What follows belongs to an exercise in optimizing a design on an open flow for small area and a short achievable clock period; a production flow would make more cautious choices.
In this exercise RTL edits were held to simulation tests only and were not proved equivalent to the original.
Power figures rest on the tool's default switching activity, not on a simulated workload.

==> flow/design.v (outline; a module is shown in full before it is edited, if it fits) <==
// module hdl_cpu: 153 lines
// module memory_io: 48 lines
// module interrupt_controller: 81 lines
// module hazard_control_unit: 83 lines
// module timer: 34 lines
// module datapath: 326 lines
// module register_file: 36 lines
// module inst_word_sel_mux: 18 lines
// module fetch: 31 lines
// module prog_cntr_input_sel_mux: 32 lines
// module program_counter: 29 lines
// module if_id: 23 lines
// module decode: 71 lines
// module decode_logic: 499 lines
// module branch_resolution_logic: 69 lines
// module alu_forwarding_logic: 770 lines
// module id_ex_data_input_mux: 21 lines
// module id_ex: 91 lines
// module execute: 87 lines
// module alu_input_mux: 67 lines
// module alu: 59 lines
// module adder: 29 lines
// module multiplier: 21 lines
// module bit_shifter: 31 lines
// module bitwise_logic_unit: 29 lines
// module ex_mem_data_input_mux: 32 lines
// module flags_register: 18 lines
// module memory_forwarding_logic: 566 lines
// module ex_mem: 90 lines
// module memory: 101 lines
// module mem_addr_sel_mux: 28 lines
// module mem_str_data_sel_mux: 66 lines
// module mem_wb_data_input_mux: 75 lines
// module sfr_file: 139 lines
// module sfr_sel_mux: 37 lines
// module mem_wb: 40 lines
module hdl_cpu(
	input clock,
	input nreset,
	output [13:0] prog_mem_addra,
	input [31:0] prog_mem_douta,
	input [7:0] prog_mem_doutb,
	output [15:0] addr_in,
	output [11:0] data_in,
	output main_mem_wen,
	input [7:0] main_mem_dout,
	output fb_wena,
	input [11:0] fb_douta,
	output call_stk_wen,
	output [7:0] call_stk_addr,
	output [13:0] call_stk_din,
	input [13:0] call_stk_dout,
	input vblank_int,
	input [7:0] prta_in,
	output [7:0] led,
	output [7:0] prta_out,
	output [7:0] prtb_out
);
  // ...
==> flow/run.sh <==
#!/bin/bash
# synth_recipe.tcl (not shown) runs the flow's synth.tcl, then flattens the netlist and writes it again
# the make line also repeats each setting of config.mk as NAME=value (left out here)
make -C /OpenROAD-flow-scripts/flow DESIGN_CONFIG=/design/flow/config.mk WORK_HOME=/design/flow/orfs CLKGATE_MAP_FILE= SYNTH_SCRIPT=/design/flow/synth_recipe.tcl finish
==> flow/config.mk <==
export PLATFORM = sky130hd
export DESIGN_NAME = hdl_cpu
export DESIGN_NICKNAME = hdl_cpu
export VERILOG_FILES = /design/flow/design.v
export SDC_FILE = /design/flow/constraint.sdc
export NUM_CORES = 4
export LEC_CHECK = 0
export CAP_MARGIN = 20
export CORE_MARGIN = 2
export CORE_UTILIZATION = 40
export SLEW_MARGIN = 20
==> flow/constraint.sdc <==
create_clock -name core_clock -period 20.0 [get_ports {clock}]
set_input_delay 4.0000 -clock core_clock [delete_from_list [all_inputs] [get_ports {clock}]]
set_output_delay 4.0000 -clock core_clock [all_outputs]
set_load 0.01 [all_outputs]
==> impl_metrics.prom, run 1 <==
# TYPE chip_impl_metric gauge
chip_impl_metric{name="clock_buffers",unit=""} 130
chip_impl_metric{name="post-cts-setup-buffer-count",unit=""} 0
chip_impl_metric{name="fraction_of_final_layout_cells_with_drive_strength_greater_than_1",unit="%"} 13.3
chip_impl_metric{name="met3_wirelength",unit="um"} 19000
chip_impl_metric{name="max-slew-margin-rel",unit="%"} 21.5
chip_impl_metric{name="post_synth_instance_area",unit="um^2"} 49200
chip_impl_info{name="crit_path_start",value="pipeline.id_ex_register.instruction_out[20]"} 1
chip_impl_metric{name="layout.comb_gates.multi_input",unit=""} 3241
chip_impl_metric{name="worst_pin_slew",unit="ns"} 1.17
chip_impl_metric{name="totalWireLength",unit="um"} 172000
chip_impl_metric{name="tns",unit="ns"} 0
chip_impl_metric{name="setup_slack",unit="ns"} 10.16
chip_impl_info{name="synth_ff_type",value="edfxtp_1"} 1
chip_impl_metric{name="fp.dieH",unit="um"} 355
chip_impl_metric{name="post-dp-hpwl",unit="um"} 121000
chip_impl_metric{name="final_min_period",unit="ns"} 9.84
chip_impl_info{name="top_layer",value="met5"} 1
chip_impl_metric{name="slowest_delay",unit="ns"} 0.77
chip_impl_metric{name="clockBufferDepth",unit=""} 3
chip_impl_info{name="outcome",value="timing/DRC/antenna clean"} 1
chip_impl_metric{name="setup-violations-final",unit=""} 0
chip_impl_info{name="worstReg2RegEnd",value="pipeline.id_ex_register.mem_ptr_ctl_signals[1]"} 1
chip_impl_metric{name="yosys.area.top_type_share",unit="%"} 31.2
chip_impl_info{name="worst_path_max_delay_cell",value="dfxtp_1"} 1
chip_impl_metric{name="layout.non_clock_inverters",unit=""} 118
chip_impl_metric{name="synthArstFlopShare",unit="%"} 0
chip_impl_metric{name="std_cell_rows",unit=""} 128
chip_impl_metric{name="synth.ff_latch_count",unit=""} 907
chip_impl_metric{name="detailedRoute.firstIterationViolations",unit=""} 5086
chip_impl_metric{name="power.switching_fraction",unit="%"} 26.0
chip_impl_info{name="most_used_cells_in_the_layout_excluding_fill_and_tap_cells",value="512 x edfxtp_1, 460 x nor2_1, 408 x nand2_1"} 1
==> module hdl_cpu, before the edit <==
module hdl_cpu(
	input clock,
	input nreset,
	output [13:0] prog_mem_addra,
	input [31:0] prog_mem_douta,
	input [7:0] prog_mem_doutb,
	output [15:0] addr_in,
	output [11:0] data_in,
	output main_mem_wen,
	input [7:0] main_mem_dout,
	output fb_wena,
	input [11:0] fb_douta,
	output call_stk_wen,
	output [7:0] call_stk_addr,
	output [13:0] call_stk_din,
	input [13:0] call_stk_dout,
	input vblank_int,
	input [7:0] prta_in,
	output [7:0] led,
	output [7:0] prta_out,
	output [7:0] prtb_out
);
	reg nreset_d;
	reg [7:0] prta_d;
	always @ (posedge clock)
	begin
		nreset_d <= nreset;
		prta_d <= prta_in;
	end
	wire [23:0] sfr_ctrl_next;
	wire call_stk_en;
	wire main_mem_en;
	wire fb_en;
	wire prog_mem_en;
	wire mem_wen;
	wire [11:0] data_out;
	memory_io mem_buffer(
		.call_stk_en(call_stk_en),
		.main_mem_en(main_mem_en),
		.prog_mem_en(prog_mem_en),
		.fb_en(fb_en),
		.mem_wen(mem_wen),
		.data_out(data_out),
		.call_stk_wen(call_stk_wen),
		.main_mem_wen(main_mem_wen),
		.main_mem_dout(main_mem_dout),
		.prog_mem_doutb(prog_mem_doutb),
		.frame_buf_wena(fb_wena),
		.frame_buf_douta(fb_douta)
	);
	wire [71:0] sfr_input;
	wire [111:0] sfr_output;
	assign sfr_input[7:0] = prta_d;
	assign prta_out = sfr_output[103:96];
	assign prtb_out = sfr_output[95:88];
	wire interrupt;
	wire [13:0] interrupt_vector_address;
	wire [3:0] hazard_control_unit_state;
	wire illegal_opcode_exception;
	wire timer_compare_match;
	interrupt_controller int_controller(
		.clock(clock),
		.nreset(nreset),
		.vblank_int(vblank_int),
		.illegal_opcode_exception(illegal_opcode_exception),
		.timer_compare_match(1'b0),
		.hazard_unit_state(hazard_control_unit_state),
		.interrupt(interrupt),
		.int_vec_addr(interrupt_vector_address),
		.control_reg(sfr_ctrl_next[15:8]),
		.mask_reg(sfr_ctrl_next[23:16])
	);
	wire ret;
	wire halt;
	wire fetch_stl_req;
	wire dec_stl_req;
	wire take_branch_target;
	wire stall_fetch;
	wire stall_decode;
	wire [3:0] prog_cntr_load_sel;
	wire inst_word_sel;
	wire [31:0] hazard_instruction;
	wire [13:0] hazard_int_addr;
	hazard_control_unit hazard_unit(
		.clock(clock),
		.nreset(nreset),
		.nreset_d(nreset_d),
		.ret(ret),
		.halt(halt),
		.fetch_stl_req(fetch_stl_req),
		.dec_stl_req(dec_stl_req),
		.take_branch_target(take_branch_target),
		.interrupt(interrupt),
		.interrupt_vector_address(interrupt_vector_address),
		.stall_fetch(stall_fetch),
		.stall_decode(stall_decode),
		.prog_cntr_load_sel(prog_cntr_load_sel),
		.inst_word_sel(inst_word_sel),
		.new_inst_word(hazard_instruction),
		.prog_cntr_int_addr(hazard_int_addr),
		.control_state(hazard_control_unit_state)
	);
	timer hardware_timer(
		.clock(clock),
		.nreset(nreset),
		.control_reg(sfr_ctrl_next[7:0]),
		.timer_compare_value(sfr_output[87:24]),
		.timer_compare_match(timer_compare_match),
		.timer_value(sfr_input[71:8])
	);
	wire [15:0] memwb_data;
	wire [7:0] mem_wb_opcode;
	wire [1:0] reg_file_wen;
	wire mem_wb_reti_bit;
	datapath pipeline(
		.clock(clock),
		.nreset(nreset),
		.nreset_d(nreset_d),
		.sfr_ctrl_next(sfr_ctrl_next),
		.mem_wb_opcode(mem_wb_opcode),
		.mem_wb_reti_bit(mem_wb_reti_bit),
		.memwb_data(memwb_data),
		.reg_file_wen_ext(reg_file_wen),
		.prog_cntr_val(prog_mem_addra),
		.mem_fetch_instruction(prog_mem_douta),
		.main_mem_en(main_mem_en),
		.prog_mem_en(prog_mem_en),
		.fb_en(fb_en),
		.call_stk_en(call_stk_en),
		.mem_wen(mem_wen),
		.mem_addr(addr_in),
		.call_stk_addr(call_stk_addr),
		.write_data(data_in),
		.read_data(data_out),
		.call_stk_write_data(call_stk_din),
		.call_stk_read_data(call_stk_dout),
		.stall_fetch(stall_fetch),
		.stall_decode(stall_decode),
		.hazard_prog_cntr_sel(prog_cntr_load_sel),
		.inst_word_sel(inst_word_sel),
		.hazard_inst_word(hazard_instruction),
		.prog_cntr_int_addr(hazard_int_addr),
		.stall_fetch_req(fetch_stl_req),
		.stall_decode_req(dec_stl_req),
		.halt(halt),
		.take_branch_target(take_branch_target),
		.illegal_opcode_exception(illegal_opcode_exception),
		.return_in_pipeline(ret),
		.sfr_file_in(sfr_input),
		.sfr_file_out(sfr_output)
	);
	assign led = sfr_output[7:0];
endmodule
==> module hazard_control_unit, before the edit <==
module hazard_control_unit(
	input clock,
	input nreset,
	input nreset_d,
	input ret,
	input halt,
	input fetch_stl_req,
	input dec_stl_req,
	input take_branch_target,
	input interrupt,
	input [13:0] interrupt_vector_address,
	output reg stall_fetch,
	output reg stall_decode,
	output reg [3:0] prog_cntr_load_sel,
	output reg inst_word_sel,
	output reg [31:0] new_inst_word,
	output reg [13:0] prog_cntr_int_addr,
	output [3:0] control_state
);
	reg [3:0] state_q, next_state;
	wire [3:0] state = nreset_d ? next_state : 4'h0;
	always @ (posedge clock)
		state_q <= state;
	always @ (*)
	begin
		case(state_q)
			4'h0 :
				if(ret) next_state = 4'h5;
				else if(halt) next_state = 4'h1;
				else if(take_branch_target) next_state = 4'h9;
				else if(fetch_stl_req) next_state = 4'h3;
				else if(dec_stl_req) next_state = 4'h4;
				else if(interrupt) next_state = 4'h2;
				else next_state = 4'h0;
			4'h1 : next_state = interrupt ? 4'h2 : 4'h1;
			4'h3, 4'h4 : next_state = interrupt ? 4'h2 : 4'h0;
			4'h5 : next_state = 4'h6;
			4'h6 : next_state = 4'h7;
			4'h7 : next_state = 4'h8;
			default : next_state = 4'h0;
		endcase
	end
	always @ (*)
	begin
		stall_fetch = 1'b0;
		stall_decode = 1'b0;
		prog_cntr_load_sel = 4'b0010;
		inst_word_sel = 1'b0;
		new_inst_word = 32'h00000000;
		prog_cntr_int_addr = 14'h0000;
		case(state)
			4'h1, 4'h3, 4'h5, 4'h6, 4'h7 :
			begin
				stall_fetch = 1'b1;
				inst_word_sel = 1'b1;
			end
			4'h2 :
			begin
				prog_cntr_load_sel = 4'b0100;
				inst_word_sel = 1'b1;
				new_inst_word = {interrupt_vector_address, 18'h00042};
				prog_cntr_int_addr = interrupt_vector_address;
			end
			4'h4 :
			begin
				stall_fetch = 1'b1;
				stall_decode = 1'b1;
			end
			4'h8 :
			begin
				prog_cntr_load_sel = 4'b1000;
				inst_word_sel = 1'b1;
			end
			4'h9 :
			begin
				prog_cntr_load_sel = 4'b0001;
				inst_word_sel = 1'b1;
			end
			default : ;
		endcase
	end
	assign control_state = state;
endmodule
==> module datapath, before the edit <==
module datapath(
	input clock,
	input nreset,
	input nreset_d,
	output [23:0] sfr_ctrl_next,
	output [7:0] mem_wb_opcode,
	output mem_wb_reti_bit,
	output [15:0] memwb_data,
	output [1:0] reg_file_wen_ext,
	output [13:0] prog_cntr_val,
	input [31:0] mem_fetch_instruction,
	output main_mem_en,
	output prog_mem_en,
	output fb_en,
	output call_stk_en,
	output mem_wen,
	output [15:0] mem_addr,
	output [7:0] call_stk_addr,
	output [11:0] write_data,
	input [11:0] read_data,
	output [13:0] call_stk_write_data,
	input [13:0] call_stk_read_data,
	input stall_fetch,
	input stall_decode,
	input [3:0] hazard_prog_cntr_sel,
	input inst_word_sel,
	input [31:0] hazard_inst_word,
	input [13:0] prog_cntr_int_addr,
	output stall_fetch_req,
	output stall_decode_req,
	output halt,
	output take_branch_target,
	output illegal_opcode_exception,
	output return_in_pipeline,
	input [71:0] sfr_file_in,
	output [111:0] sfr_file_out
);
	wire [1:0] reg_file_wen;
	wire [1:0] reg_file_wen_exmem;
	wire [1:0] reg_file_ren;
	wire [15:0] reg_file_rd_data;
	wire [15:0] reg_file_wr_data;
	wire [9:0] reg_file_rd_addr;
	wire [9:0] reg_file_wr_addr;
	register_file reg_file(
		.clock(clock),
		.nreset(nreset),
		.wr_en(reg_file_wen_exmem),
		.rd_en(reg_file_ren),
		.wr_addr(reg_file_wr_addr),
		.rd_addr(reg_file_rd_addr),
		.data_in(reg_file_wr_data),
		.data_out(reg_file_rd_data)
	);
	wire [31:0] if_id_inst;
	inst_word_sel_mux fetch_inst_word_sel_mux(
		.sel(inst_word_sel),
		.mem_inst_word(mem_fetch_instruction),
		.hazard_unit_inst_word(hazard_inst_word),
		.inst_word_out(if_id_inst)
	);
	wire [13:0] fetch_return_address;
	wire [13:0] ret_addr_wb;
	fetch fetch_stage(
		.clock(clock),
		.nreset(nreset),
		.stall(stall_fetch),
		.prog_mem_fetch_read_addr(prog_cntr_val),
		.prog_cntr_input_sel(hazard_prog_cntr_sel),
		.branch_target_address(if_id_inst_out[31:18]),
		.interrupt_branch_addr(prog_cntr_int_addr),
		.ret_addr_mem(ret_addr_wb),
		.ret_addr_out(fetch_return_address)
	);
	wire [31:0] if_id_inst_out;
	wire [13:0] if_id_ret_addr;
	wire stall_ifid;
	assign stall_ifid = stall_fetch & ~inst_word_sel;
	if_id if_id_register(
		.clock(clock),
		.nreset(nreset),
		.stall(stall_ifid),
		.instruction_in(if_id_inst),
		.instruction_out(if_id_inst_out),
		.return_addr_in(fetch_return_address),
		.return_addr_out(if_id_ret_addr)
	);
	assign reg_file_rd_addr = if_id_inst_out[17:8];
	wire [31:0] id_ex_instruction_out;
	wire [31:0] ex_mem_instruction_out;
	wire [31:0] mem_wb_instruction_out;
	wire [2:0] alu_flags;
	wire [4:0] alu_top_sel;
	wire [4:0] alu_bot_sel;
	wire [1:0] ex_mem_data_input_sel_dec;
	wire mem_wen_dec;
	wire main_mem_en_dec;
	wire fb_en_dec;
	wire call_stk_en_dec;
	wire prog_mem_en_dec;
	wire [6:0] mem_ptr_ctl_dec;
	wire [1:0] reg_file_wen_dec;
	wire [1:0] sfr_wren_dec;
	wire [15:0] id_ex_data;
	decode decode_stage(
		.clock(clock),
		.nreset(nreset),
		.reg_file_ren(reg_file_ren),
		.reg_file_data_top(reg_file_rd_data[15:8]),
		.reg_file_data_bot(reg_file_rd_data[7:0]),
		.take_branch_target(take_branch_target),
		.instruction_word(if_id_inst_out),
		.id_ex_instruction(id_ex_instruction_out),
		.ex_mem_instruction(ex_mem_instruction_out),
		.alu_flags(alu_flags),
		.alu_top_sel(alu_top_sel),
		.alu_bot_sel(alu_bot_sel),
		.ex_mem_data_input_sel(ex_mem_data_input_sel_dec),
		.mem_wen(mem_wen_decode),
		.main_memory_en(main_mem_en_dec),
		.fb_en(fb_en_dec),
		.call_stack_en(call_stk_en_dec),
		.prog_mem_en(prog_mem_en_dec),
		.mem_ptr_ctl(mem_ptr_ctl_dec),
		.reg_file_wen(reg_file_wen_dec),
		.sfr_file_wren(sfr_wren_dec),
		.id_ex_data_top(id_ex_data[15:8]),
		.id_ex_data_bot(id_ex_data[7:0]),
		.stall_fetch(stall_fetch_req),
		.stall_decode(stall_decode_req),
		.halt(halt),
		.illegal_opcode_exception(illegal_opcode_exception),
		.return_in_pipeline(return_in_pipeline)
	);
	wire [4:0] alu_top_sel_out;
	wire [4:0] alu_bot_sel_out;
	wire mem_wen_id_ex;
	wire main_mem_en_idex;
	wire fb_en_idex;
	wire call_stk_en_idex;
	wire prog_mem_en_idex;
	wire [6:0] mem_ptr_ctl_idex;
	wire call_stk_addr_sel_idex;
	wire stk_addr_sel_idex;
	wire [1:0] ex_mem_data_input_sel_idex;
	wire [1:0] reg_file_wen_idex;
	wire [1:0] sfr_wren_idex;
	wire [15:0] id_ex_data_out;
	wire [13:0] ret_addr_idex;
	id_ex id_ex_register(
		.clock(clock),
		.nreset(nreset),
		.stall(stall_decode),
		.alu_top_select_in(alu_top_sel),
		.alu_top_select_out(alu_top_sel_out),
		.alu_bot_select_in(alu_bot_sel),
		.alu_bot_select_out(alu_bot_sel_out),
		.id_ex_top_in(id_ex_data[15:8]),
		.id_ex_top_out(id_ex_data_out[15:8]),
		.id_ex_bot_in(id_ex_data[7:0]),
		.id_ex_bot_out(id_ex_data_out[7:0]),
		.instruction_in(if_id_inst_out),
		.instruction_out(id_ex_instruction_out),
		.mem_wen_in(mem_wen_decode),
		.mem_wen_out(mem_wen_id_ex),
		.main_memory_enable_in(main_mem_en_dec),
		.main_memory_enable_out(main_mem_en_idex),
		.frame_buffer_enable_in(fb_en_dec),
		.frame_buffer_enable_out(fb_en_idex),
		.call_stack_enable_in(call_stk_en_dec),
		.call_stack_enable_out(call_stk_en_idex),
		.prog_mem_enable_in(prog_mem_en_dec),
		.prog_mem_enable_out(prog_mem_en_idex),
		.mem_ptr_ctl_in(mem_ptr_ctl_dec),
		.mem_ptr_ctl_out(mem_ptr_ctl_idex),
		.stk_addr_sel_in(mem_ptr_ctl_dec[1]),
		.stk_addr_sel_out(stk_addr_sel_idex),
		.call_stk_addr_sel_in(mem_ptr_ctl_dec[2]),
		.call_stk_addr_sel_out(call_stk_addr_sel_idex),
		.ex_mem_data_input_sel_in(ex_mem_data_input_sel_dec),
		.ex_mem_data_input_sel_out(ex_mem_data_input_sel_idex),
		.reg_file_wen_in(reg_file_wen_dec),
		.reg_file_wen_out(reg_file_wen_idex),
		.sfr_file_wren_in(sfr_wren_dec),
		.sfr_file_wren_out(sfr_wren_idex),
		.call_addr_in(if_id_ret_addr),
		.call_addr_out(ret_addr_idex)
	);
	wire [15:0] ex_mem_data_out;
	wire [15:0] execute_data_out;
	wire [4:0] sfr_input_sel_ex;
	wire [4:0] mem_str_data_sel_top_ex;
	wire [4:0] mem_str_data_sel_bot_ex;
	wire [3:0] mem_wb_data_sel_top_ex;
	wire [6:0] mem_wb_data_sel_bot_ex;
	execute execute_stage(
		.clock(clock),
		.nreset(nreset),
		.alu_top_sel(alu_top_sel_out),
		.alu_bot_sel(alu_bot_sel_out),
		.data_in_top(id_ex_data_out[15:8]),
		.data_in_bot(id_ex_data_out[7:0]),
		.instruction(id_ex_instruction_out),
		.ex_mem_data_input_sel(ex_mem_data_input_sel_idex),
		.flags_out(alu_flags),
		.ex_mem_operation(ex_mem_instruction_out),
		.mem_wb_operation(mem_wb_instruction_out),
		.ex_mem_data_top(ex_mem_data_out[15:8]),
		.ex_mem_data_bot(ex_mem_data_out[7:0]),
		.mem_wb_data_top(mem_wb_data_out[15:8]),  
		.mem_wb_data_bot(mem_wb_data_out[7:0]),
		.data_out_top(execute_data_out[15:8]),
		.data_out_bot(execute_data_out[7:0]),
		.sfr_input_sel(sfr_input_sel_ex),
		.mem_str_data_sel_top(mem_str_data_sel_top_ex),
		.mem_str_data_sel_bot(mem_str_data_sel_bot_ex),
		.mem_wb_data_sel_top(mem_wb_data_sel_top_ex),
		.mem_wb_data_sel_bot(mem_wb_data_sel_bot_ex)
	);
	wire [6:0] mem_ptr_ctl_exmem;
	wire call_stk_addr_sel_exmem;
	wire stk_addr_sel_exmem;
	wire [1:0] sfr_wren_exmem;
	wire [4:0] sfr_input_sel_exmem;
	wire [4:0] mem_str_data_sel_top_exmem;
	wire [4:0] mem_str_data_sel_bot_exmem;
	wire [3:0] mem_wb_data_sel_top_exmem;
	wire [6:0] mem_wb_data_sel_bot_exmem;
	ex_mem ex_mem_register(
		.clock(clock),
		.nreset(nreset),
		.data_top_in(execute_data_out[15:8]),
		.data_top_out(ex_mem_data_out[15:8]),
		.data_bot_in(execute_data_out[7:0]),
		.data_bot_out(ex_mem_data_out[7:0]),
		.instruction_in(id_ex_instruction_out),
		.instruction_out(ex_mem_instruction_out),
		.mem_wen_in(mem_wen_id_ex),
		.mem_wen_out(mem_wen),
		.main_memory_enable_in(main_mem_en_idex),
		.main_memory_enable_out(main_mem_en),
		.frame_buffer_enable_in(fb_en_idex),
		.frame_buffer_enable_out(fb_en),
		.call_stack_enable_in(call_stk_en_idex),
		.call_stack_enable_out(call_stk_en),
		.prog_mem_enable_in(prog_mem_en_idex),
		.prog_mem_enable_out(prog_mem_en),
		.mem_ptr_ctl_in(mem_ptr_ctl_idex),
		.mem_ptr_ctl_out(mem_ptr_ctl_exmem),
		.call_stk_addr_sel_in(call_stk_addr_sel_idex),
		.call_stk_addr_sel_out(call_stk_addr_sel_exmem),
		.stk_addr_sel_in(stk_addr_sel_idex),
		.stk_addr_sel_out(stk_addr_sel_exmem),
		.mem_wb_data_sel_top_in(mem_wb_data_sel_top_ex),
		.mem_wb_data_sel_top_out(mem_wb_data_sel_top_exmem),
		.mem_wb_data_sel_bot_in(mem_wb_data_sel_bot_ex),
		.mem_wb_data_sel_bot_out(mem_wb_data_sel_bot_exmem),
		.sfr_file_input_sel_in(sfr_input_sel_ex),
		.sfr_file_input_sel_out(sfr_input_sel_exmem),
		.mem_str_data_sel_top_in(mem_str_data_sel_top_ex),
		.mem_str_data_sel_top_out(mem_str_data_sel_top_exmem),
		.mem_str_data_sel_bot_in(mem_str_data_sel_bot_ex),
		.mem_str_data_sel_bot_out(mem_str_data_sel_bot_exmem),
		.reg_file_wen_in(reg_file_wen_idex),
		.reg_file_wen_out(reg_file_wen_exmem),
		.sfr_file_wren_in(sfr_wren_idex),
		.sfr_file_wren_out(sfr_wren_exmem),
		.call_addr_in(ret_addr_idex),
		.call_addr_out(call_stk_write_data)
	);
	wire [15:0] memory_data_out;
	wire [15:0] mem_wb_tm1_data_out;
	memory memory_stage(
		.clock(clock),
		.nreset(nreset),
		.data_in_top(ex_mem_data_out[15:8]),
		.data_in_bot(ex_mem_data_out[7:0]),
		.instruction(ex_mem_instruction_out),
		.mem_wb_data_input_sel_top(mem_wb_data_sel_top_exmem),
		.mem_wb_data_input_sel_bot(mem_wb_data_sel_bot_exmem),
		.sfr_file_input_sel(sfr_input_sel_exmem),
		.mem_ptr_ctl(mem_ptr_ctl_exmem),
		.call_stk_addr_sel(call_stk_addr_sel_exmem),
		.stk_addr_sel(stk_addr_sel_exmem),
		.mem_str_data_input_sel_top(mem_str_data_sel_top_exmem),
		.mem_str_data_input_sel_bot(mem_str_data_sel_bot_exmem),
		.sfr_file_wren(sfr_wren_exmem),
		.data_out_top(memory_data_out[15:8]),
		.data_out_bot(memory_data_out[7:0]),
		.mem_wb_top(mem_wb_data_out[15:8]),
		.mem_wb_bot(mem_wb_data_out[7:0]),
		.mem_wb_tm1_top(mem_wb_tm1_data_out[15:8]),
		.mem_wb_tm1_bot(mem_wb_tm1_data_out[7:0]),
		.address(mem_addr),
		.call_stack_ptr(call_stk_addr),
		.mem_read_data(read_data),
		.mem_write_data(write_data),
		.sfr_file_in(sfr_file_in), 					 
		.sfr_file_out(sfr_file_out),
		.nreset_d(nreset_d),
		.sfr_ctrl_next(sfr_ctrl_next)
	);
	wire [15:0] mem_wb_data_out;
	mem_wb mem_wb_register(
		.clock(clock),
		.nreset(nreset),
		.data_top_in(memory_data_out[15:8]),
		.data_top_out(mem_wb_data_out[15:8]),
		.data_bot_in(memory_data_out[7:0]),
		.data_bot_out(mem_wb_data_out[7:0]),
		.data_tm1_top(mem_wb_tm1_data_out[15:8]),
		.data_tm1_bot(mem_wb_tm1_data_out[7:0]),
		.instruction_in(ex_mem_instruction_out),
		.instruction_out(mem_wb_instruction_out),
		.reg_file_wen_in(reg_file_wen_exmem),
		.reg_file_wen_out(reg_file_wen),
		.ret_addr_in(call_stk_read_data), 				 
		.ret_addr_out(ret_addr_wb)
	);
	assign reg_file_wr_data = memory_data_out;
	assign memwb_data = mem_wb_data_out;
	assign reg_file_wen_ext = reg_file_wen; 
	assign reg_file_wr_addr = ex_mem_instruction_out[17:8];
	assign mem_wb_opcode = mem_wb_instruction_out[7:0];
	assign mem_wb_reti_bit = mem_wb_instruction_out[20];
endmodule
==> module register_file, before the edit <==
module register_file(
	input clock,
	input nreset,
	input [1:0] wr_en,
	input [1:0] rd_en,
	input [9:0] wr_addr,
	input [9:0] rd_addr,
	input [15:0] data_in,
	output [15:0] data_out
);
	integer i;
	reg [7:0] reg_file [0:31];
	always @ (posedge clock)
	begin
		if(nreset == 1'b0)
		begin
			for(i=0;i<32;i=i+1)
			begin
				reg_file[i] <= 0;
			end
		end
		else
		begin
			if(wr_en[0] == 1'b1)
			begin
				reg_file[wr_addr[4:0]] <= data_in[7:0];
			end
			if(wr_en[1] == 1'b1)
			begin
				reg_file[wr_addr[9:5]] <= data_in[15:8];
			end
		end
	end
	assign data_out[7:0] = rd_en[0] ? reg_file[rd_addr[4:0]] : 8'h00;
	assign data_out[15:8] = rd_en[1] ? reg_file[rd_addr[9:5]] : 8'h00;
endmodule
==> module execute, before the edit <==
module execute(
	input clock,
	input nreset,
	input [4:0] alu_top_sel,
	input [4:0] alu_bot_sel,
	input [7:0] data_in_top,
	input [7:0] data_in_bot,
	input [31:0] instruction,
	input [1:0] ex_mem_data_input_sel,
	output [2:0] flags_out,
	input [31:0] ex_mem_operation,
	input [31:0] mem_wb_operation,
	input [7:0] ex_mem_data_top,
	input [7:0] ex_mem_data_bot,
	input [7:0] mem_wb_data_top,  
	input [7:0] mem_wb_data_bot,
	output [7:0] data_out_top,
	output [7:0] data_out_bot,
	output [4:0] sfr_input_sel,
	output [4:0] mem_str_data_sel_top,
	output [4:0] mem_str_data_sel_bot,
	output [3:0] mem_wb_data_sel_top,
	output [6:0] mem_wb_data_sel_bot
);
	wire [7:0] alu_data_in_top;
	wire [7:0] alu_data_in_bot;
	wire [7:0] alu_data_top_inv;
	alu_input_mux alu_mux(
		.alu_input_sel_top(alu_top_sel),
		.alu_input_sel_bot(alu_bot_sel),
		.id_ex_data_top(data_in_top),
		.id_ex_data_bot(data_in_bot),
		.ex_mem_top(ex_mem_data_top),
		.ex_mem_bot(ex_mem_data_bot),
		.mem_wb_top(mem_wb_data_top),
		.mem_wb_bot(mem_wb_data_bot),
		.alu_data_input_top(alu_data_in_top),
		.alu_data_input_bot(alu_data_in_bot)
	);
	assign alu_data_top_inv[0] = (instruction[20] & ~alu_data_in_top[0]) | (alu_data_in_top[0] & ~instruction[20]);
	assign alu_data_top_inv[1] = (instruction[20] & ~alu_data_in_top[1]) | (alu_data_in_top[1] & ~instruction[20]);
	assign alu_data_top_inv[2] = (instruction[20] & ~alu_data_in_top[2]) | (alu_data_in_top[2] & ~instruction[20]);
	assign alu_data_top_inv[3] = (instruction[20] & ~alu_data_in_top[3]) | (alu_data_in_top[3] & ~instruction[20]);
	assign alu_data_top_inv[4] = (instruction[20] & ~alu_data_in_top[4]) | (alu_data_in_top[4] & ~instruction[20]);
	assign alu_data_top_inv[5] = (instruction[20] & ~alu_data_in_top[5]) | (alu_data_in_top[5] & ~instruction[20]);
	assign alu_data_top_inv[6] = (instruction[20] & ~alu_data_in_top[6]) | (alu_data_in_top[6] & ~instruction[20]);
	assign alu_data_top_inv[7] = (instruction[20] & ~alu_data_in_top[7]) | (alu_data_in_top[7] & ~instruction[20]);
	wire [15:0] alu_out;
	wire [2:0] alu_flags_out;
	alu alu(
		.clock(clock),
		.nreset(nreset),
		.alu_operation_select(instruction[18]),
		.alu_operation(instruction[1:0]),
		.top_operand(alu_data_top_inv),
		.bottom_operand(alu_data_in_bot),
		.alu_flags(alu_flags_out),
		.alu_out(alu_out)
	);
	assign flags_out = alu_flags_out;
	ex_mem_data_input_mux ex_mem_input_mux(
		.sel_signals(ex_mem_data_input_sel),
		.id_ex_top(data_in_top),
		.id_ex_bot(data_in_bot),
		.alu_res_top(alu_out[15:8]),
		.alu_res_bot(alu_out[7:0]),
		.ex_data_out_top(data_out_top),
		.ex_data_out_bot(data_out_bot)
	);
	memory_forwarding_logic mem_frwd(
		.instruction(instruction),
		.ex_mem_instruction(ex_mem_operation),
		.mem_wb_instruction(mem_wb_operation),
		.sfr_input_sel(sfr_input_sel),
		.mem_wb_data_sel_top(mem_wb_data_sel_top),
		.mem_wb_data_sel_bot(mem_wb_data_sel_bot),
		.mem_write_data_sel_top(mem_str_data_sel_top),
		.mem_write_data_sel_bot(mem_str_data_sel_bot)
	);
	wire [2:0] cur_flags;
	flags_register flags_reg(
		.clock(clock),
		.nreset(nreset),
		.new_flags(alu_flags_out),
		.cur_flags(cur_flags)
	);
endmodule
==> module multiplier, before the edit <==
module multiplier(
	input clock,
	input nreset,
	input [7:0] primary_operand,
	input [7:0] secondary_operand,
	input oe,
	output [2:0] flags,
	output [15:0] mult_out
);
	reg [15:0] result;
	wire [2:0] flags_result;
	always @ (*)
	begin
		result <= primary_operand * secondary_operand;
	end
    assign flags_result[0] = (result == 16'h0000) ? 1'b1 : 1'b0;
    assign flags_result[1] = result[15] ? 1'b1 : 1'b0;
    assign flags_result[2] = 0;
	assign flags = oe ? flags_result : 3'b000;
	assign mult_out = oe ? result : 16'h0000;  
endmodule
==> module sfr_file, before the edit <==
module sfr_file(
	input clock,
	input nreset,
	input nreset_d,
	input [6:0] mem_ptr_ctl_signals,  	 
	input call_stk_addr_sel,
	input stk_addr_sel,
	input [1:0] wren,
	input [4:0] wr_addr,
	input [7:0] write_data,
	input [4:0] rd_addr,
	output [7:0] read_data,
	output [15:0] stack_ptr,
	output [15:0] x_ptr,
	output [15:0] y_ptr,
	output [15:0] z_ptr,
	output [7:0] call_stk_ptr,
	input [71:0] sfr_file_in,
	output [111:0] sfr_file_out,
	output [23:0] ctrl_next
);
	integer i;
	reg [7:0] sfr_array [0:31];
	wire [15:0] x_intermediate;
	assign x_intermediate[15:8] = sfr_array[3];
	assign x_intermediate[7:0] = sfr_array[2];
	wire [15:0] x_inc;
	wire [15:0] y_intermediate;
	assign y_intermediate[15:8] = sfr_array[5];
	assign y_intermediate[7:0] = sfr_array[4];
	wire [15:0] y_inc;
	wire [15:0] z_intermediate;
	assign z_intermediate[15:8] = sfr_array[7];
	assign z_intermediate[7:0] = sfr_array[6];
	wire [15:0] z_inc;
	wire [15:0] stk_ptr_intermediate;
	assign stk_ptr_intermediate[15:8] = sfr_array[1];
	assign stk_ptr_intermediate[7:0] = sfr_array[0];
	wire [15:0] stk_ptr_dec;
	wire [15:0] stk_ptr_inc;
	wire [7:0] call_stk_inc;
	wire [7:0] call_stk_dec;
	always @ (posedge clock)
	begin
		if(nreset_d == 1'b0)
		begin
			for(i=0;i<32;i=i+1)
			begin
				sfr_array[i] <= 0;
			end
		end
		else
		begin
			if(wren[0] == 1'b1)
			begin
				sfr_array[wr_addr] <= write_data;
			end
			else
			begin
				if(mem_ptr_ctl_signals == 7'b0000010 && wren[0] == 1'b0)
				begin
					sfr_array[0] <= stk_ptr_inc[7:0];
					sfr_array[1] <= stk_ptr_inc[15:8];
				end
				else if(mem_ptr_ctl_signals == 7'b0000001 && wren[0] == 1'b0)
				begin
					sfr_array[0] <= stk_ptr_dec[7:0];
					sfr_array[1] <= stk_ptr_dec[15:8];
				end
				else if(mem_ptr_ctl_signals == 7'b0000100 && wren[0] == 1'b0)
				begin
					sfr_array[9] <= call_stk_dec;
				end
				else if(mem_ptr_ctl_signals == 7'b0001000 && wren[0] == 1'b0)
				begin
					sfr_array[9] <= call_stk_inc;
				end
				else if(mem_ptr_ctl_signals == 7'b0010000 && wren[0] == 1'b0)
				begin
					sfr_array[2] <= x_inc[7:0];
					sfr_array[3] <= x_inc[15:8];
				end
				else if(mem_ptr_ctl_signals == 7'b0100000 && wren[0] == 1'b0)
				begin
					sfr_array[4] <= y_inc[7:0];
					sfr_array[5] <= y_inc[15:8];
				end
				else if(mem_ptr_ctl_signals == 7'b1000000 && wren[0] == 1'b0)
				begin
					sfr_array[6] <= z_inc[7:0];
					sfr_array[7] <= z_inc[15:8];
				end
				sfr_array[23] <= sfr_file_in[7:0]; 	 
				sfr_array[24] <= sfr_file_in[15:8]; 	 
				sfr_array[25] <= sfr_file_in[23:16]; 	 
				sfr_array[26] <= sfr_file_in[31:24]; 	 
				sfr_array[27] <= sfr_file_in[39:32]; 	 
				sfr_array[28] <= sfr_file_in[47:40]; 	 
				sfr_array[29] <= sfr_file_in[55:48]; 	 
				sfr_array[30] <= sfr_file_in[63:56]; 	 
				sfr_array[31] <= sfr_file_in[71:64]; 	 
			end
		end
	end
	assign stack_ptr[7:0] = stk_addr_sel ? stk_ptr_inc : sfr_array[0];
	assign stack_ptr[15:8] = stk_addr_sel ? stk_ptr_inc : sfr_array[1];
	assign x_ptr[7:0] = sfr_array[2];
	assign x_ptr[15:8] = sfr_array[3];
	assign y_ptr[7:0] = sfr_array[4];
	assign y_ptr[15:8] = sfr_array[5];
	assign z_ptr[7:0] = sfr_array[6];
	assign z_ptr[15:8] = sfr_array[7];
	assign x_inc = x_intermediate + 1;
	assign y_inc = y_intermediate + 1;
	assign z_inc = z_intermediate + 1;
	assign stk_ptr_inc = stk_ptr_intermediate + 1;
	assign stk_ptr_dec = stk_ptr_intermediate - 1;
	assign call_stk_inc = sfr_array[9] + 1;
	assign call_stk_dec = sfr_array[9] - 1;
	assign call_stk_ptr = call_stk_addr_sel ? call_stk_dec : sfr_array[9];
	assign sfr_file_out[7:0] = sfr_array[10]; 	 
	assign sfr_file_out[15:8] = sfr_array[11];
	assign sfr_file_out[23:16] = sfr_array[12];
	assign sfr_file_out[31:24] = sfr_array[13]; 	 
	assign sfr_file_out[40:32] = sfr_array[14]; 	 
	assign sfr_file_out[48:41] = sfr_array[15]; 	 
	assign sfr_file_out[56:49] = sfr_array[16]; 	 
	assign sfr_file_out[63:57] = sfr_array[17]; 	 
	assign sfr_file_out[71:64] = sfr_array[18]; 	 
	assign sfr_file_out[79:72] = sfr_array[19]; 	 
	assign sfr_file_out[87:80] = sfr_array[20]; 	 
	assign sfr_file_out[95:88] = sfr_array[21];
	assign sfr_file_out[103:96] = sfr_array[22]; 	 
	assign sfr_file_out[111:104] = sfr_array[8]; 	 
	assign read_data = wren[1] ? sfr_array[rd_addr] : 8'h00;
	assign ctrl_next[7:0] = ~nreset_d ? 8'h00 : (wren[0] && wr_addr == 5'd8) ? write_data : sfr_array[8];
	assign ctrl_next[15:8] = ~nreset_d ? 8'h00 : (wren[0] && wr_addr == 5'd11) ? write_data : sfr_array[11];
	assign ctrl_next[23:16] = ~nreset_d ? 8'h00 : (wren[0] && wr_addr == 5'd12) ? write_data : sfr_array[12];
endmodule
==> run 2: changes to the inputs <==
--- a/flow/design.v
+++ b/flow/design.v
@@ -72,2 +72,4 @@
 	);
+	wire [10:0] if_id_inst_low;
+	wire [2:0] alu_flags;
 	wire ret;
@@ -87,7 +89,5 @@
 		.nreset_d(nreset_d),
-		.ret(ret),
-		.halt(halt),
-		.fetch_stl_req(fetch_stl_req),
+		.if_id_inst(if_id_inst_low),
+		.alu_flags(alu_flags),
 		.dec_stl_req(dec_stl_req),
-		.take_branch_target(take_branch_target),
 		.interrupt(interrupt),
@@ -119,2 +119,4 @@
 		.sfr_ctrl_next(sfr_ctrl_next),
+		.if_id_inst_low(if_id_inst_low),
+		.alu_flags_out(alu_flags),
 		.mem_wb_opcode(mem_wb_opcode),
@@ -286,7 +288,5 @@
 	input nreset_d,
-	input ret,
-	input halt,
-	input fetch_stl_req,
+	input [10:0] if_id_inst,
+	input [2:0] alu_flags,
 	input dec_stl_req,
-	input take_branch_target,
 	input interrupt,
@@ -301,4 +301,6 @@
 );
-	reg [3:0] state_q, next_state;
-	wire [3:0] state = nreset_d ? next_state : 4'h0;
+	reg [3:0] state_q;
+	reg [3:0] base_state;
+	reg cond;
+	wire [7:0] op = if_id_inst[7:0];
 	always @ (posedge clock)
@@ -309,15 +311,14 @@
 			4'h0 :
-				if(ret) next_state = 4'h5;
-				else if(halt) next_state = 4'h1;
-				else if(take_branch_target) next_state = 4'h9;
-				else if(fetch_stl_req) next_state = 4'h3;
-				else if(dec_stl_req) next_state = 4'h4;
-				else if(interrupt) next_state = 4'h2;
-				else next_state = 4'h0;
-			4'h1 : next_state = interrupt ? 4'h2 : 4'h1;
-			4'h3, 4'h4 : next_state = interrupt ? 4'h2 : 4'h0;
-			4'h5 : next_state = 4'h6;
-			4'h6 : next_state = 4'h7;
-			4'h7 : next_state = 4'h8;
-			default : next_state = 4'h0;
+				if(op == 8'h43) base_state = 4'h5;
+				else if(op == 8'h1F) base_state = 4'h1;
+				else if(op == 8'h42) base_state = 4'h9;
+				else if(dec_stl_req) base_state = 4'h4;
+				else if(interrupt) base_state = 4'h2;
+				else base_state = 4'h0;
+			4'h1 : base_state = interrupt ? 4'h2 : 4'h1;
+			4'h3, 4'h4 : base_state = interrupt ? 4'h2 : 4'h0;
+			4'h5 : base_state = 4'h6;
+			4'h6 : base_state = 4'h7;
+			4'h7 : base_state = 4'h8;
+			default : base_state = 4'h0;
 		endcase
@@ -326,2 +327,13 @@
 	begin
+		case(if_id_inst[9:8])
+			2'b00 : cond = 1'b1;
+			2'b01 : cond = alu_flags[2] == if_id_inst[10];
+			2'b10 : cond = alu_flags[0] == if_id_inst[10];
+			default : cond = alu_flags[1] == if_id_inst[10];
+		endcase
+	end
+	wire take = (state_q == 4'h0) && (op == 8'h38) && cond;
+	wire [3:0] state = ~nreset_d ? 4'h0 : take ? 4'h9 : base_state;
+	always @ (*)
+	begin
 		stall_fetch = 1'b0;
@@ -404,2 +416,4 @@
 	output [23:0] sfr_ctrl_next,
+	output [10:0] if_id_inst_low,
+	output [2:0] alu_flags_out,
 	output [7:0] mem_wb_opcode,
@@ -438,2 +452,4 @@
 	wire [1:0] reg_file_wen_exmem;
+	wire [15:0] execute_data_out;
+	wire [15:0] memory_data_out;
 	wire [1:0] reg_file_ren;
@@ -588,3 +604,31 @@
 	wire [15:0] ex_mem_data_out;
-	wire [15:0] execute_data_out;
+	wire [7:0] alu_opa_next;
+	wire [7:0] alu_opb_next;
+	alu_input_mux alu_mux_next(
+		.alu_input_sel_top(alu_top_sel),
+		.alu_input_sel_bot(alu_bot_sel),
+		.id_ex_data_top(id_ex_data[15:8]),
+		.id_ex_data_bot(id_ex_data[7:0]),
+		.ex_mem_top(execute_data_out[15:8]),
+		.ex_mem_bot(execute_data_out[7:0]),
+		.mem_wb_top(memory_data_out[15:8]),
+		.mem_wb_bot(memory_data_out[7:0]),
+		.alu_data_input_top(alu_opa_next),
+		.alu_data_input_bot(alu_opb_next)
+	);
+	reg [7:0] alu_opa;
+	reg [7:0] alu_opb;
+	always @ (posedge clock)
+	begin
+		if(nreset == 1'b0 || stall_decode == 1'b1)
+		begin
+			alu_opa <= 8'h00;
+			alu_opb <= 8'h00;
+		end
+		else
+		begin
+			alu_opa <= alu_opa_next ^ {8{if_id_inst_out[20]}};
+			alu_opb <= alu_opb_next;
+		end
+	end
 	wire [4:0] sfr_input_sel_ex;
@@ -597,4 +641,4 @@
 		.nreset(nreset),
-		.alu_top_sel(alu_top_sel_out),
-		.alu_bot_sel(alu_bot_sel_out),
+		.alu_opa(alu_opa),
+		.alu_opb(alu_opb),
 		.data_in_top(id_ex_data_out[15:8]),
@@ -669,3 +713,2 @@
 	);
-	wire [15:0] memory_data_out;
 	wire [15:0] mem_wb_tm1_data_out;
@@ -718,2 +761,4 @@
 	);
+	assign if_id_inst_low = if_id_inst_out[10:0];
+	assign alu_flags_out = alu_flags;
 	assign reg_file_wr_data = memory_data_out;
@@ -758,4 +803,15 @@
 	end
-	assign data_out[7:0] = rd_en[0] ? reg_file[rd_addr[4:0]] : 8'h00;
-	assign data_out[15:8] = rd_en[1] ? reg_file[rd_addr[9:5]] : 8'h00;
+	reg [7:0] rd_bot, rd_top;
+	always @ (*)
+	begin
+		rd_bot = 8'h00;
+		rd_top = 8'h00;
+		for(i=0;i<32;i=i+1)
+		begin
+			rd_bot = rd_bot | (reg_file[i] & {8{rd_en[0] && rd_addr[4:0] == i}});
+			rd_top = rd_top | (reg_file[i] & {8{rd_en[1] && rd_addr[9:5] == i}});
+		end
+	end
+	assign data_out[7:0] = rd_bot;
+	assign data_out[15:8] = rd_top;
 endmodule
@@ -2418,4 +2474,4 @@
 	input nreset,
-	input [4:0] alu_top_sel,
-	input [4:0] alu_bot_sel,
+	input [7:0] alu_opa,
+	input [7:0] alu_opb,
 	input [7:0] data_in_top,
@@ -2442,22 +2498,5 @@
 	wire [7:0] alu_data_top_inv;
-	alu_input_mux alu_mux(
-		.alu_input_sel_top(alu_top_sel),
-		.alu_input_sel_bot(alu_bot_sel),
-		.id_ex_data_top(data_in_top),
-		.id_ex_data_bot(data_in_bot),
-		.ex_mem_top(ex_mem_data_top),
-		.ex_mem_bot(ex_mem_data_bot),
-		.mem_wb_top(mem_wb_data_top),
-		.mem_wb_bot(mem_wb_data_bot),
-		.alu_data_input_top(alu_data_in_top),
-		.alu_data_input_bot(alu_data_in_bot)
-	);
-	assign alu_data_top_inv[0] = (instruction[20] & ~alu_data_in_top[0]) | (alu_data_in_top[0] & ~instruction[20]);
-	assign alu_data_top_inv[1] = (instruction[20] & ~alu_data_in_top[1]) | (alu_data_in_top[1] & ~instruction[20]);
-	assign alu_data_top_inv[2] = (instruction[20] & ~alu_data_in_top[2]) | (alu_data_in_top[2] & ~instruction[20]);
-	assign alu_data_top_inv[3] = (instruction[20] & ~alu_data_in_top[3]) | (alu_data_in_top[3] & ~instruction[20]);
-	assign alu_data_top_inv[4] = (instruction[20] & ~alu_data_in_top[4]) | (alu_data_in_top[4] & ~instruction[20]);
-	assign alu_data_top_inv[5] = (instruction[20] & ~alu_data_in_top[5]) | (alu_data_in_top[5] & ~instruction[20]);
-	assign alu_data_top_inv[6] = (instruction[20] & ~alu_data_in_top[6]) | (alu_data_in_top[6] & ~instruction[20]);
-	assign alu_data_top_inv[7] = (instruction[20] & ~alu_data_in_top[7]) | (alu_data_in_top[7] & ~instruction[20]);
+	assign alu_data_in_top = alu_opa;
+	assign alu_data_in_bot = alu_opb;
+	assign alu_data_top_inv = alu_data_in_top;
 	wire [15:0] alu_out;
@@ -2668,5 +2707,11 @@
 	wire [2:0] flags_result;
+	wire [15:0] product;
+	multiplier_core mul_core(
+		.a(primary_operand),
+		.b(secondary_operand),
+		.p(product)
+	);
 	always @ (*)
 	begin
-		result <= primary_operand * secondary_operand;
+		result = product;
 	end
@@ -2678,2 +2723,159 @@
 endmodule
+module multiplier_core(
+	input [7:0] a,
+	input [7:0] b,
+	output [15:0] p
+);
+	wire pp_0_0 = a[0] & b[0];
+	wire pp_0_1 = a[1] & b[0];
+	wire pp_0_2 = a[2] & b[0];
+	wire pp_0_3 = a[3] & b[0];
+	wire pp_0_4 = a[4] & b[0];
+	wire pp_0_5 = a[5] & b[0];
+	wire pp_0_6 = a[6] & b[0];
+	wire pp_0_7 = a[7] & b[0];
+	wire pp_1_0 = a[0] & b[1];
+	wire pp_1_1 = a[1] & b[1];
+	wire pp_1_2 = a[2] & b[1];
+	wire pp_1_3 = a[3] & b[1];
+	wire pp_1_4 = a[4] & b[1];
+	wire pp_1_5 = a[5] & b[1];
+	wire pp_1_6 = a[6] & b[1];
+	wire pp_1_7 = a[7] & b[1];
+	wire pp_2_0 = a[0] & b[2];
+	wire pp_2_1 = a[1] & b[2];
+	wire pp_2_2 = a[2] & b[2];
+	wire pp_2_3 = a[3] & b[2];
+	wire pp_2_4 = a[4] & b[2];
+	wire pp_2_5 = a[5] & b[2];
+	wire pp_2_6 = a[6] & b[2];
+	wire pp_2_7 = a[7] & b[2];
+	wire pp_3_0 = a[0] & b[3];
+	wire pp_3_1 = a[1] & b[3];
+	wire pp_3_2 = a[2] & b[3];
+	wire pp_3_3 = a[3] & b[3];
+	wire pp_3_4 = a[4] & b[3];
+	wire pp_3_5 = a[5] & b[3];
+	wire pp_3_6 = a[6] & b[3];
+	wire pp_3_7 = a[7] & b[3];
+	wire pp_4_0 = a[0] & b[4];
+	wire pp_4_1 = a[1] & b[4];
+	wire pp_4_2 = a[2] & b[4];
+	wire pp_4_3 = a[3] & b[4];
+	wire pp_4_4 = a[4] & b[4];
+	wire pp_4_5 = a[5] & b[4];
+	wire pp_4_6 = a[6] & b[4];
+	wire pp_4_7 = a[7] & b[4];
+	wire pp_5_0 = a[0] & b[5];
+	wire pp_5_1 = a[1] & b[5];
+	wire pp_5_2 = a[2] & b[5];
+	wire pp_5_3 = a[3] & b[5];
+	wire pp_5_4 = a[4] & b[5];
+	wire pp_5_5 = a[5] & b[5];
+	wire pp_5_6 = a[6] & b[5];
+	wire pp_5_7 = a[7] & b[5];
+	wire pp_6_0 = a[0] & b[6];
+	wire pp_6_1 = a[1] & b[6];
+	wire pp_6_2 = a[2] & b[6];
+	wire pp_6_3 = a[3] & b[6];
+	wire pp_6_4 = a[4] & b[6];
+	wire pp_6_5 = a[5] & b[6];
+	wire pp_6_6 = a[6] & b[6];
+	wire pp_6_7 = a[7] & b[6];
+	wire pp_7_0 = a[0] & b[7];
+	wire pp_7_1 = a[1] & b[7];
+	wire pp_7_2 = a[2] & b[7];
+	wire pp_7_3 = a[3] & b[7];
+	wire pp_7_4 = a[4] & b[7];
+	wire pp_7_5 = a[5] & b[7];
+	wire pp_7_6 = a[6] & b[7];
+	wire pp_7_7 = a[7] & b[7];
+	wire s1 = pp_0_6 ^ pp_1_5;
+	wire c2 = pp_0_6 & pp_1_5;
+	wire s3 = pp_0_7 ^ pp_1_6 ^ pp_2_5;
+	wire c4 = (pp_0_7 & pp_1_6) | (pp_0_7 & pp_2_5) | (pp_1_6 & pp_2_5);
+	wire s5 = pp_3_4 ^ pp_4_3;
+	wire c6 = pp_3_4 & pp_4_3;
+	wire s7 = pp_1_7 ^ pp_2_6 ^ pp_3_5;
+	wire c8 = (pp_1_7 & pp_2_6) | (pp_1_7 & pp_3_5) | (pp_2_6 & pp_3_5);
+	wire s9 = pp_4_4 ^ pp_5_3;
+	wire c10 = pp_4_4 & pp_5_3;
+	wire s11 = pp_2_7 ^ pp_3_6 ^ pp_4_5;
+	wire c12 = (pp_2_7 & pp_3_6) | (pp_2_7 & pp_4_5) | (pp_3_6 & pp_4_5);
+	wire s13 = pp_0_4 ^ pp_1_3;
+	wire c14 = pp_0_4 & pp_1_3;
+	wire s15 = pp_0_5 ^ pp_1_4 ^ pp_2_3;
+	wire c16 = (pp_0_5 & pp_1_4) | (pp_0_5 & pp_2_3) | (pp_1_4 & pp_2_3);
+	wire s17 = pp_3_2 ^ pp_4_1;
+	wire c18 = pp_3_2 & pp_4_1;
+	wire s19 = pp_2_4 ^ pp_3_3 ^ pp_4_2;
+	wire c20 = (pp_2_4 & pp_3_3) | (pp_2_4 & pp_4_2) | (pp_3_3 & pp_4_2);
+	wire s21 = pp_5_1 ^ pp_6_0 ^ s1;
+	wire c22 = (pp_5_1 & pp_6_0) | (pp_5_1 & s1) | (pp_6_0 & s1);
+	wire s23 = pp_5_2 ^ pp_6_1 ^ pp_7_0;
+	wire c24 = (pp_5_2 & pp_6_1) | (pp_5_2 & pp_7_0) | (pp_6_1 & pp_7_0);
+	wire s25 = s3 ^ s5 ^ c2;
+	wire c26 = (s3 & s5) | (s3 & c2) | (s5 & c2);
+	wire s27 = pp_6_2 ^ pp_7_1 ^ s7;
+	wire c28 = (pp_6_2 & pp_7_1) | (pp_6_2 & s7) | (pp_7_1 & s7);
+	wire s29 = s9 ^ c4 ^ c6;
+	wire c30 = (s9 & c4) | (s9 & c6) | (c4 & c6);
+	wire s31 = pp_5_4 ^ pp_6_3 ^ pp_7_2;
+	wire c32 = (pp_5_4 & pp_6_3) | (pp_5_4 & pp_7_2) | (pp_6_3 & pp_7_2);
+	wire s33 = s11 ^ c8 ^ c10;
+	wire c34 = (s11 & c8) | (s11 & c10) | (c8 & c10);
+	wire s35 = pp_3_7 ^ pp_4_6 ^ pp_5_5;
+	wire c36 = (pp_3_7 & pp_4_6) | (pp_3_7 & pp_5_5) | (pp_4_6 & pp_5_5);
+	wire s37 = pp_6_4 ^ pp_7_3 ^ c12;
+	wire c38 = (pp_6_4 & pp_7_3) | (pp_6_4 & c12) | (pp_7_3 & c12);
+	wire s39 = pp_4_7 ^ pp_5_6 ^ pp_6_5;
+	wire c40 = (pp_4_7 & pp_5_6) | (pp_4_7 & pp_6_5) | (pp_5_6 & pp_6_5);
+	wire s41 = pp_0_3 ^ pp_1_2;
+	wire c42 = pp_0_3 & pp_1_2;
+	wire s43 = pp_2_2 ^ pp_3_1 ^ pp_4_0;
+	wire c44 = (pp_2_2 & pp_3_1) | (pp_2_2 & pp_4_0) | (pp_3_1 & pp_4_0);
+	wire s45 = pp_5_0 ^ s15 ^ s17;
+	wire c46 = (pp_5_0 & s15) | (pp_5_0 & s17) | (s15 & s17);
+	wire s47 = s19 ^ s21 ^ c16;
+	wire c48 = (s19 & s21) | (s19 & c16) | (s21 & c16);
+	wire s49 = s23 ^ s25 ^ c20;
+	wire c50 = (s23 & s25) | (s23 & c20) | (s25 & c20);
+	wire s51 = s27 ^ s29 ^ c24;
+	wire c52 = (s27 & s29) | (s27 & c24) | (s29 & c24);
+	wire s53 = s31 ^ s33 ^ c28;
+	wire c54 = (s31 & s33) | (s31 & c28) | (s33 & c28);
+	wire s55 = s35 ^ s37 ^ c32;
+	wire c56 = (s35 & s37) | (s35 & c32) | (s37 & c32);
+	wire s57 = pp_7_4 ^ s39 ^ c36;
+	wire c58 = (pp_7_4 & s39) | (pp_7_4 & c36) | (s39 & c36);
+	wire s59 = pp_5_7 ^ pp_6_6 ^ pp_7_5;
+	wire c60 = (pp_5_7 & pp_6_6) | (pp_5_7 & pp_7_5) | (pp_6_6 & pp_7_5);
+	wire s61 = pp_0_2 ^ pp_1_1;
+	wire c62 = pp_0_2 & pp_1_1;
+	wire s63 = pp_2_1 ^ pp_3_0 ^ s41;
+	wire c64 = (pp_2_1 & pp_3_0) | (pp_2_1 & s41) | (pp_3_0 & s41);
+	wire s65 = s13 ^ s43 ^ c42;
+	wire c66 = (s13 & s43) | (s13 & c42) | (s43 & c42);
+	wire s67 = c14 ^ s45 ^ c44;
+	wire c68 = (c14 & s45) | (c14 & c44) | (s45 & c44);
+	wire s69 = c18 ^ s47 ^ c46;
+	wire c70 = (c18 & s47) | (c18 & c46) | (s47 & c46);
+	wire s71 = c22 ^ s49 ^ c48;
+	wire c72 = (c22 & s49) | (c22 & c48) | (s49 & c48);
+	wire s73 = c26 ^ s51 ^ c50;
+	wire c74 = (c26 & s51) | (c26 & c50) | (s51 & c50);
+	wire s75 = c30 ^ s53 ^ c52;
+	wire c76 = (c30 & s53) | (c30 & c52) | (s53 & c52);
+	wire s77 = c34 ^ s55 ^ c54;
+	wire c78 = (c34 & s55) | (c34 & c54) | (s55 & c54);
+	wire s79 = c38 ^ s57 ^ c56;
+	wire c80 = (c38 & s57) | (c38 & c56) | (s57 & c56);
+	wire s81 = c40 ^ s59 ^ c58;
+	wire c82 = (c40 & s59) | (c40 & c58) | (s59 & c58);
+	wire s83 = pp_6_7 ^ pp_7_6 ^ c60;
+	wire c84 = (pp_6_7 & pp_7_6) | (pp_6_7 & c60) | (pp_7_6 & c60);
+	wire [15:0] row_a = {1'b0, pp_7_7, s83, s81, s79, s77, s75, s73, s71, s69, s67, s65, s63, pp_2_0, pp_0_1, pp_0_0};
+	wire [15:0] row_b = {1'b0, c84, c82, c80, c78, c76, c74, c72, c70, c68, c66, c64, c62, s61, pp_1_0, 1'b0};
+	assign p = row_a + row_b;
+endmodule
 module bit_shifter(
@@ -3848,3 +4050,10 @@
 	assign sfr_file_out[111:104] = sfr_array[8]; 	 
-	assign read_data = wren[1] ? sfr_array[rd_addr] : 8'h00;
+	reg [7:0] rd_data;
+	always @ (*)
+	begin
+		rd_data = 8'h00;
+		for(i=0;i<32;i=i+1)
+			rd_data = rd_data | (sfr_array[i] & {8{wren[1] && rd_addr == i}});
+	end
+	assign read_data = rd_data;
 	assign ctrl_next[7:0] = ~nreset_d ? 8'h00 : (wren[0] && wr_addr == 5'd8) ? write_data : sfr_array[8];
==> run 2 against run 1 <==
Still clean on timing, DRC and antenna. Worst hold slack worse by 0.012 ns. Power is 4.4% lower. Register-to-register slack better by 3.3 ns. Critical path type is now reg -> out. Critical endpoint is now call_stk_addr[6]. Largest cell class unchanged.
==> impl_metrics.prom, run 2 <==
# TYPE chip_impl_metric gauge
chip_impl_metric{name="cts_resized",unit=""} 0
chip_impl_metric{name="hold_buffers",unit=""} 0
chip_impl_info{name="yosysMostFrequentCell",value="nor2_1"} 1
chip_impl_metric{name="pin_count",unit=""} 176
chip_impl_metric{name="leakagePower",unit="nW"} 19.5
chip_impl_metric{name="fp.dieH",unit="um"} 354
chip_impl_metric{name="cts_sinks",unit=""} 908
chip_impl_metric{name="detail-route-antenna-nets",unit=""} 0
chip_impl_metric{name="fraction_of_final_layout_cells_with_drive_strength_greater_than_1",unit="%"} 8.10
chip_impl_metric{name="clk_transition_reported_paths",unit="ns"} 0.07
chip_impl_metric{name="buffer_ports.inserted",unit=""} 175
chip_impl_metric{name="min_delay_path_depth",unit=""} 1
chip_impl_metric{name="numCtsBuffers",unit=""} 100
chip_impl_metric{name="grt_first_pass_wirelength",unit="um"} 331000
chip_impl_metric{name="pwr_density_cell",unit="nW/um^2"} 77.1
chip_impl_info{name="most_used_cells_in_the_layout_excluding_fill_and_tap_cells",value="517 x nor2_1, 512 x edfxtp_1, 396 x dfxtp_1"} 1
chip_impl_metric{name="detail_route.vias_per_cell",unit=""} 6.73
chip_impl_metric{name="synth.yosys.warnings",unit=""} 32
chip_impl_metric{name="post-cts-setup-buffer-count",unit=""} 0
chip_impl_info{name="top_layer",value="met5"} 1
chip_impl_info{name="hold_class",value="reg -> reg"} 1
chip_impl_metric{name="switching_power",unit="mW"} 1.09
chip_impl_metric{name="filler_free_cell_count_of_the_finished_design",unit=""} 6839
chip_impl_info{name="unrepaired_setup_endpoints_after_global_routing",value="no"} 1
chip_impl_metric{name="finalMaxSlewViolations",unit=""} 0
chip_impl_info{name="critical_path_class",value="reg -> out"} 1
chip_impl_metric{name="gp_congestion",unit=""} 1.06
chip_impl_metric{name="reg2regPathDepth",unit=""} 18
chip_impl_metric{name="post_synth_instance_area",unit="um^2"} 48900
chip_impl_metric{name="yosys.area.top_type_share",unit="%"} 31.4
chip_impl_info{name="layout_commonest_cell",value="nor2_1"} 1
chip_impl_metric{name="worst_ep_arrival_time",unit="ns"} 3.72
chip_impl_metric{name="cp_data_required_time",unit="ns"} 16.00
chip_impl_metric{name="grt_antenna_before_repair",unit=""} 10
chip_impl_metric{name="fill_cells",unit=""} 11501
chip_impl_metric{name="synth.lib_cells_used.distinct",unit=""} 99
chip_impl_metric{name="total_of_max_cap_violations",unit=""} 0
chip_impl_metric{name="met3_wirelength",unit="um"} 27200
chip_impl_metric{name="p_int",unit="mW"} 3.22
chip_impl_metric{name="die_w",unit="um"} 354
chip_impl_metric{name="synth.avg_cell_area",unit="um^2"} 9.62
chip_impl_metric{name="mappedNetlistNets",unit=""} 5255
chip_impl_metric{name="coreArea",unit="um^2"} 122000
chip_impl_metric{name="post-dp-hpwl",unit="um"} 176000
chip_impl_info{name="yosys.area.top_type",value="edfxtp_1"} 1
chip_impl_metric{name="pwr-share-comb",unit="%"} 6.2
chip_impl_metric{name="post_route_met1_wirelength",unit="um"} 95100
chip_impl_metric{name="placedCellCount",unit=""} 6649
chip_impl_metric{name="ir_worst_vdd",unit="uV"} 73.0
chip_impl_metric{name="design.die.area",unit="um^2"} 125000
chip_impl_metric{name="std_cell_rows",unit=""} 128
chip_impl_metric{name="detail_route.drc_violations",unit=""} 0
chip_impl_info{name="outcome",value="timing/DRC/antenna clean"} 1
chip_impl_metric{name="ratio_of_final_minimum_period_to_clock_period",unit="%"} 38.6
chip_impl_metric{name="finalHoldViolations",unit=""} 0
chip_impl_metric{name="length_of_routed_met2_wiring",unit="um"} 103000
chip_impl_metric{name="synth-seq-area-share",unit="%"} 47.6
chip_impl_metric{name="routed-via-count",unit=""} 46023
chip_impl_metric{name="totalWireLength",unit="um"} 239000
chip_impl_info{name="reg2reg_from",value="pipeline.alu_opb[3]"} 1
chip_impl_metric{name="power.share.clock",unit="%"} 45.1
chip_impl_info{name="synth.top_cells.by_area",value="edfxtp_1 31%, dfxtp_1 16%, o22ai_1 4.4%, nor2_1 4.1%, a22oi_1 3.8%"} 1
chip_impl_metric{name="via_count_of_the_first_global_routing_pass",unit=""} 42499
chip_impl_metric{name="power.sequential.fraction",unit="%"} 48.8
chip_impl_metric{name="synth.ff_latch_count",unit=""} 908
chip_impl_metric{name="synth_cells",unit=""} 5089
chip_impl_info{name="critPathLaunchType",value="register"} 1
chip_impl_metric{name="fin_hold_ws",unit="ns"} 0.420
chip_impl_metric{name="power.switching_fraction",unit="%"} 25.3
chip_impl_metric{name="max-slew-margin-rel",unit="%"} 10.0
chip_impl_metric{name="synthArstFlopShare",unit="%"} 0
chip_impl_metric{name="wl_per_cell",unit="um"} 34.9
chip_impl_metric{name="drt-pass1-iter-count",unit=""} 8
chip_impl_metric{name="clk-insertion-delay-late",unit="ns"} 0.75
chip_impl_info{name="cts_tree",value="done"} 1
chip_impl_info{name="synth.top_cells.by_count",value="530 x nor2_1, 512 x edfxtp_1, 396 x dfxtp_1, 364 x nand2_1, 346 x o22ai_1"} 1
chip_impl_metric{name="final_min_period",unit="ns"} 7.72
chip_impl_metric{name="grt_max_degree",unit=""} 68
chip_impl_info{name="worst_hold_startpoint",value="pipeline.id_ex_register.call_addr_out[11]"} 1
chip_impl_metric{name="tns",unit="ns"} 0
chip_impl_metric{name="floorplan.initialDensity",unit="%"} 40.3
chip_impl_metric{name="critPathMaxFanout",unit=""} 7
chip_impl_metric{name="globalRoute.totalOverflow",unit=""} 0
chip_impl_metric{name="flow.area_growth_from_synthesis",unit="%"} 14.5
chip_impl_metric{name="worst_pin_slew",unit="ns"} 1.34
chip_impl_metric{name="clock-skew-final",unit="ns"} 0.0721
chip_impl_info{name="root_buffer",value="clkbuf_16"} 1
chip_impl_metric{name="synth-edff-count",unit=""} 512
chip_impl_metric{name="htree_levels",unit=""} 3
chip_impl_metric{name="track_usage",unit="%"} 36.9
chip_impl_metric{name="clockBufferDepth",unit=""} 3
chip_impl_info{name="critical_path.endpoint_type",value="output port"} 1
chip_impl_metric{name="detailedRoute.firstIterationViolations",unit=""} 7117
chip_impl_metric{name="setup-violations-final",unit=""} 0
chip_impl_metric{name="max_freq",unit="MHz"} 130
chip_impl_metric{name="total_power",unit="mW"} 4.32
chip_impl_info{name="biggestRegsByFlops",value="pipeline.memory_stage.sf_reg_file.sfr_array: 256 flops, pipeline.reg_file.reg_file: 256 flops, hardware_timer.timer_value: 64 flops"} 1
chip_impl_metric{name="fin_nets",unit=""} 5294
chip_impl_info{name="synth_ff_type",value="edfxtp_1"} 1
[run 2: layout make-up]
cell class | count | area (um^2) | share of cell area (%)
Multi-Input combinational cell | 3715 | 24200 | 43.1
Sequential cell | 908 | 23300 | 41.6
Clock buffer | 140 | 2920 | 5.20
Timing Repair Buffer | 302 | 2710 | 4.84
Tap cell | 1625 | 2030 | 3.63
Clock inverter | 44 | 512 | 0.914
Inverter | 101 | 379 | 0.677
Antenna cell | 4 | 10.0 | 0.0179
[run 2: final timing paths]
check / endpoint / slack (ns)
max reg2reg: pipeline.if_id_register.instruction_out[12] / 13.45
min: pipeline.ex_mem_register.call_addr_out[11] / 0.42
min reg2reg: pipeline.ex_mem_register.call_addr_out[11] / 0.42
max: call_stk_addr[6] / 12.28
[run 2: through the flow]
stage          setup slack, ns  utilization (%)  area [um^2]
5_1_grt                  11.97             46.1        56000
3_3_place_gp             12.96             43.2        52500
6_report                 12.28             46.1        56000
3_5_place_dp             12.94             43.2        52500
4_1_cts                  12.27             46.0        56000
2_1_floorplan            14.00                -        48900
[run 2: power by group through the flow]
stage               Combinational [mW]  Sequential, mW  Clock, mW
floorplan                        0.165            2.07          0
global placement                 0.257            2.14          0
detailed placement               0.258            2.14          0
CTS                              0.259            2.10       1.96
global route                     0.279            2.10       2.03
finish                           0.266            2.11       1.95
[run 2: worst max-delay path, stage by stage, from the launching register on]
cell and delay, ns:
edfxtp_1 0.53, inv_1 0.11, ha_1 0.21, nor3b_1 0.39, nand2_1 0.21, nor3_1 0.22, xor2_1 0.64, clkdlybuf4s50_1 0.67
[run 2: cells by family (layout without fill, tap and decap cells)]
group | count (synthesis) | in the layout | synth area share, %
other | 0 | 4 | 0
adders and majority gates | 82 | 82 | 2.66
buffers and inverters | 466 | 587 | 3.68
and+or+nand+nor | 1974 | 1974 | 20.3
AOI/OAI and AO/OA | 1358 | 1358 | 19.6
DFF | 908 | 908 | 47.6
muxes | 52 | 52 | 1.67
xor gates and xnor gates | 249 | 249 | 4.46
[run 2: per-layer routing]
layer | vias up | track usage (%)
li1 | 19357 | -
met1 | 22898 | 50.2
met2 | 3164 | 54.4
met3 | 590 | 8.90
met4 | 14 | 18.8
met5 | - | 0

==> port drivers added, routing unchanged <==
In the flow no input, the clock included, has a driving cell. The finished layouts below were timed again as built, in two steps. Step 1: set_driving_cell puts a clkbuf_16 on clock and a buf_2 on each other input, an assumption about the parent block. Step 2 also shifts input and output timing later by t, the mid clock arrival at the registers, as if the neighbouring blocks saw the same clock. Three values: ideal, step 1, step 2; two values: the first two.
| run | t, ns | slack for setup (ns) | clock arrival spread, ns | worst register clock-pin slew, ns |
|---|---|---|---|---|
| run 1 | 0.805 | 10.163 / 10.163 / 10.163 | 0.060 / 0.060 | 0.07 / 0.07 |
| run 2 | 0.797 | 12.284 / 12.202 / 12.881 | 0.074 / 0.074 | 0.08 / 0.08 |
After both steps setup and hold are still met in every run listed.
